This design comes from an exercise in tuning for small area, a short achievable clock period and few clock cycles per item on the open sky130 flow, not from production work. RTL that was checked went through simulation tests only; none was proved equivalent to the original. Power figures rest on the tool's default switching activity, not on a simulated workload.

== v6 ==
==> flow/design.v <==
module master_dma (
    input  wire        clk,
    input  wire        reset,
    input  wire        trigger,
    input  wire [4:0]  length,
    input  wire [31:0] source_address,
    input  wire [31:0] destination_address,
    output wire        done,
    output wire [31:0] ARADDR,
    output wire        ARVALID,
    input  wire        ARREADY,
    input  wire [31:0] RDATA,
    input  wire        RVALID,
    output wire        RREADY,
    output wire [31:0] AWADDR,
    output wire        AWVALID,
    input  wire        AWREADY,
    output wire [31:0] WDATA,
    output wire        WVALID,
    input  wire        WREADY,
    input  wire        BVALID,
    output wire        BREADY
);
wire [2:0] words = length[4:2];
reg       started;      
reg       done_r;       
reg [2:0] b_left;       
wire active = started | trigger;
addr_channel u_ar (.clk(clk), .reset(reset), .base(source_address), .words(words),
                   .active(active), .ready(ARREADY),
                   .valid(ARVALID), .addr(ARADDR));
addr_channel u_aw (.clk(clk), .reset(reset), .base(destination_address), .words(words),
                   .active(active), .ready(AWREADY),
                   .valid(AWVALID), .addr(AWADDR));
assign WVALID = RVALID & started;
assign WDATA  = RDATA;
assign RREADY = WREADY;
assign BREADY = 1'b1;
wire b_last = BVALID & (b_left == 3'd1);
assign done = done_r | b_last;
always @(posedge clk) begin
    if (reset) begin
        started <= 1'b0;
        done_r  <= 1'b0;
    end else begin
        if (trigger)
            started <= 1'b1;
        if (b_last)
            done_r <= 1'b1;
    end
end
always @(posedge clk)
    b_left <= started ? b_left - {2'd0, BVALID} : words;
endmodule
module addr_channel (
    input  wire        clk,
    input  wire        reset,
    input  wire [31:0] base,
    input  wire [2:0]  words,
    input  wire        active,
    input  wire        ready,
    output wire        valid,
    output wire [31:0] addr
);
localparam GROUP = 4;                   
localparam NG = (27 + GROUP - 1) / GROUP;
reg           left;                     
reg           issued;                   
reg  [2:0]    low;                      
reg  [NG-1:0] gcarry;                   
assign valid = left & active;
wire   accept = valid & ready;
assign addr[1:0] = base[1:0];
assign addr[4:2] = issued ? low : base[4:2];
wire [2:0] low_next = addr[4:2] + {2'd0, accept};
wire [2:0] low_end  = base[4:2] + words;
wire       carry_next = gcarry[0] | (accept & (&addr[4:2]));
genvar k, g;
generate
    for (k = 5; k < 32; k = k + 1) begin : g_inc
        if ((k - 5) % GROUP == 0) begin : g_first
            assign addr[k] = base[k] ^ gcarry[(k - 5) / GROUP];
        end else begin : g_rest
            assign addr[k] = base[k] ^ (gcarry[(k - 5) / GROUP] & (&base[k-1:5 + GROUP * ((k - 5) / GROUP)]));
        end
    end
    for (g = 0; g < NG; g = g + 1) begin : g_carry
        wire next;
        if (g == 0) begin : g_low
            assign next = carry_next;
        end else begin : g_high
            assign next = carry_next & (&base[5 + GROUP * g - 1:5]);
        end
        always @(posedge clk) begin
            if (reset)
                gcarry[g] <= 1'b0;
            else
                gcarry[g] <= next;
        end
    end
endgenerate
always @(posedge clk)
    low <= low_next;
always @(posedge clk) begin
    if (reset)
        issued <= 1'b0;
    else if (valid)
        issued <= 1'b1;
end
always @(posedge clk) begin
    if (reset)
        left <= 1'b1;
    else if (accept && low_next == low_end)
        left <= 1'b0;
end
endmodule
module dma_top (
    input  wire        clk,
    input  wire        reset,
    input  wire        trigger,
    input  wire [4:0]  length,
    input  wire [31:0] source_address,
    input  wire [31:0] destination_address,
    output wire        done,
    output wire [31:0] ARADDR,
    output wire        ARVALID,
    input  wire        ARREADY,
    input  wire [31:0] RDATA,
    input  wire        RVALID,
    output wire        RREADY,
    output wire [31:0] AWADDR,
    output wire        AWVALID,
    input  wire        AWREADY,
    output wire [31:0] WDATA,
    output wire        WVALID,
    input  wire        WREADY,
    input  wire        BVALID,
    output wire        BREADY
);
master_dma u_dma (
    .clk(clk),
    .reset(reset),
    .trigger(trigger),
    .length(length),
    .source_address(source_address),
    .destination_address(destination_address),
    .done(done),
    .ARADDR(ARADDR),
    .ARVALID(ARVALID),
    .ARREADY(ARREADY),
    .RDATA(RDATA),
    .RVALID(RVALID),
    .RREADY(RREADY),
    .AWADDR(AWADDR),
    .AWVALID(AWVALID),
    .AWREADY(AWREADY),
    .WDATA(WDATA),
    .WVALID(WVALID),
    .WREADY(WREADY),
    .BVALID(BVALID),
    .BREADY(BREADY)
);
endmodule
export LEC_CHECK = 0
export CAP_MARGIN = 20
export CORE_MARGIN = 2
export CORE_UTILIZATION = 45
export SETUP_SLACK_MARGIN = 1.3
export SLEW_MARGIN = 20
create_clock -name core_clock -period 3.5 [get_ports {clk}]
standard.sh (not shown) runs the stock make flow with config.mk's settings and CLKGATE_MAP_FILE= SYNTH_SCRIPT=/design/flow/synth_recipe.tcl, a recipe that flattens the netlist after the stock synthesis.
==> flow/flow/run.sh <==
#!/bin/bash
# ORFS layout with two changes from the standard one:
#  - synthesis maps the logic with a plain delay-oriented ABC script (no
#    full/half-adder extraction, no ABC buffering or resizing); everything else
#    in synthesis, including the registers, is the standard synthesis;
#  - the port buffers are the smallest buffer cell.
set -euo pipefail
here=$(pwd)
rm -rf "$here/scripts_abc"
cp -r "$FLOW_HOME/scripts" "$here/scripts_abc"
printf '&get -n\n&st\n&dch\n&nf -p\n&put\n' > "$here/scripts_abc/abc_speed.script"
bash standard.sh "SCRIPTS_DIR=$here/scripts_abc" 'ADDER_MAP_FILE=' synth > synth.log 2>&1
bash standard.sh 'BUFFER_PORTS_ARGS=-buffer_cell sky130_fd_sc_hd__buf_1' finish > layout.log 2>&1
Modified inputs, v7 compared to v6
diff --git a/flow/design.v b/flow/design.v
--- a/flow/design.v
+++ b/flow/design.v
@@ -21,60 +21,64 @@
     input  wire        BVALID,
     output wire        BREADY
 );
 wire [2:0] words = length[4:2];
 reg       started;      
 reg       done_r;       
-reg [2:0] b_left;       
+reg       b_is_last;    
+reg [2:0] b_count;      
 wire active = started | trigger;
 addr_channel u_ar (.clk(clk), .reset(reset), .base(source_address), .words(words),
-                   .active(active), .ready(ARREADY),
+                   .active(active), .started(started), .ready(ARREADY),
                    .valid(ARVALID), .addr(ARADDR));
 addr_channel u_aw (.clk(clk), .reset(reset), .base(destination_address), .words(words),
-                   .active(active), .ready(AWREADY),
+                   .active(active), .started(started), .ready(AWREADY),
                    .valid(AWVALID), .addr(AWADDR));
 assign WVALID = RVALID & started;
 assign WDATA  = RDATA;
 assign RREADY = WREADY;
 assign BREADY = 1'b1;
-wire b_last = BVALID & (b_left == 3'd1);
+wire b_last = BVALID & b_is_last;
 assign done = done_r | b_last;
+wire [2:0] b_count_next = b_count + {2'd0, BVALID};
 always @(posedge clk) begin
     if (reset) begin
-        started <= 1'b0;
-        done_r  <= 1'b0;
+        started   <= 1'b0;
+        done_r    <= 1'b0;
+        b_count   <= 3'd0;
     end else begin
         if (trigger)
             started <= 1'b1;
         if (b_last)
             done_r <= 1'b1;
+        b_count   <= b_count_next;
     end
 end
 always @(posedge clk)
-    b_left <= started ? b_left - {2'd0, BVALID} : words;
+    b_is_last <= (b_count_next + 3'd1 == words);
 endmodule
 module addr_channel (
     input  wire        clk,
     input  wire        reset,
     input  wire [31:0] base,
     input  wire [2:0]  words,
     input  wire        active,
+    input  wire        started,
     input  wire        ready,
     output wire        valid,
     output wire [31:0] addr
 );
 localparam GROUP = 4;                   
 localparam NG = (27 + GROUP - 1) / GROUP;
 reg           left;                     
-reg           issued;                   
 reg  [2:0]    low;                      
 reg  [NG-1:0] gcarry;                   
 assign valid = left & active;
 wire   accept = valid & ready;
 assign addr[1:0] = base[1:0];
-assign addr[4:2] = issued ? low : base[4:2];
+assign addr[4:2] = started ? low : base[4:2];
 wire [2:0] low_next = addr[4:2] + {2'd0, accept};
 wire [2:0] low_end  = base[4:2] + words;
 wire       carry_next = gcarry[0] | (accept & (&addr[4:2]));
 genvar k, g;
 generate
     for (k = 5; k < 32; k = k + 1) begin : g_inc
@@ -98,18 +102,12 @@
                 gcarry[g] <= next;
         end
     end
 endgenerate
 always @(posedge clk)
     low <= low_next;
-always @(posedge clk) begin
-    if (reset)
-        issued <= 1'b0;
-    else if (valid)
-        issued <= 1'b1;
-end
 always @(posedge clk) begin
     if (reset)
         left <= 1'b1;
     else if (accept && low_next == low_end)
         left <= 1'b0;
 end
--- outcome ---
When the final numbers for v7 and v6 were put side by side, the synthesized area turned out to be greater in v6. Across both runs, worst hold slack was higher for v7 than for v6. Having completed the whole flow, v7 delivered a layout that passed the timing, DRC and antenna checks. Looking at v7 and v6, the net switching share of the total power is a wash. On TritonCTS sink count: between v7 and v6, it ends up lower for v7. | net switching power | higher: v6 |. As of v7, number of standard cells in the layout, taps in and fillers out had fallen slightly compared to v6. Sort v7 and v6 by sequential portion of the cell area asc -> top: v7. Delta (v7 minus v6): via density per instance shrank by 0.12, total of clock buffers placed in the layout shrank by 3. First-iteration DRC count shrinks by more than a quarter when moving from v6 to v7. Diff v6 -> v7: non-clock buffer count went up about 0.75%, routed wirelength normalized by instance count went up 0.19 um.
Testbench counts of v7, summed over its fixed seeds: cycles 29,253, words 9,566.
Only the layout flow was run in v6; the RTL was not checked for function there.

==> afterwards: timing with drivers on the ports <==
How much do the figures lean on ideal ports? The routed layouts below were timed once more, with nothing changed but the port constraints. Step 1, drivers: a clkbuf_16 drives clk and a buf_2 each remaining input, both assumed. Step 2 adds t to the input delays and takes it off the output delays; t is the mean of the earliest and latest rising clock arrival at the registers after step 1. Input paths then give back, and output paths get back, about the clock's delay inside the block. Three values: no drivers, after step 1, after step 2; two values: the first two.
run | shift t [ns] | setup WS [ns] | worst slew at a driven data input, ns | cell pins on the clock port's net
v6 | 0.302 | 1.323 / 1.297 / 1.203 | 0.08 | 1
v7 | 0.289 | 1.383 / 1.349 / 1.194 | 0.08 | 1
After both steps every run listed still meets setup and hold. The setup slack of v7, which loses most, moves by -0.034 ns with the drivers and by -0.189 ns with both steps.
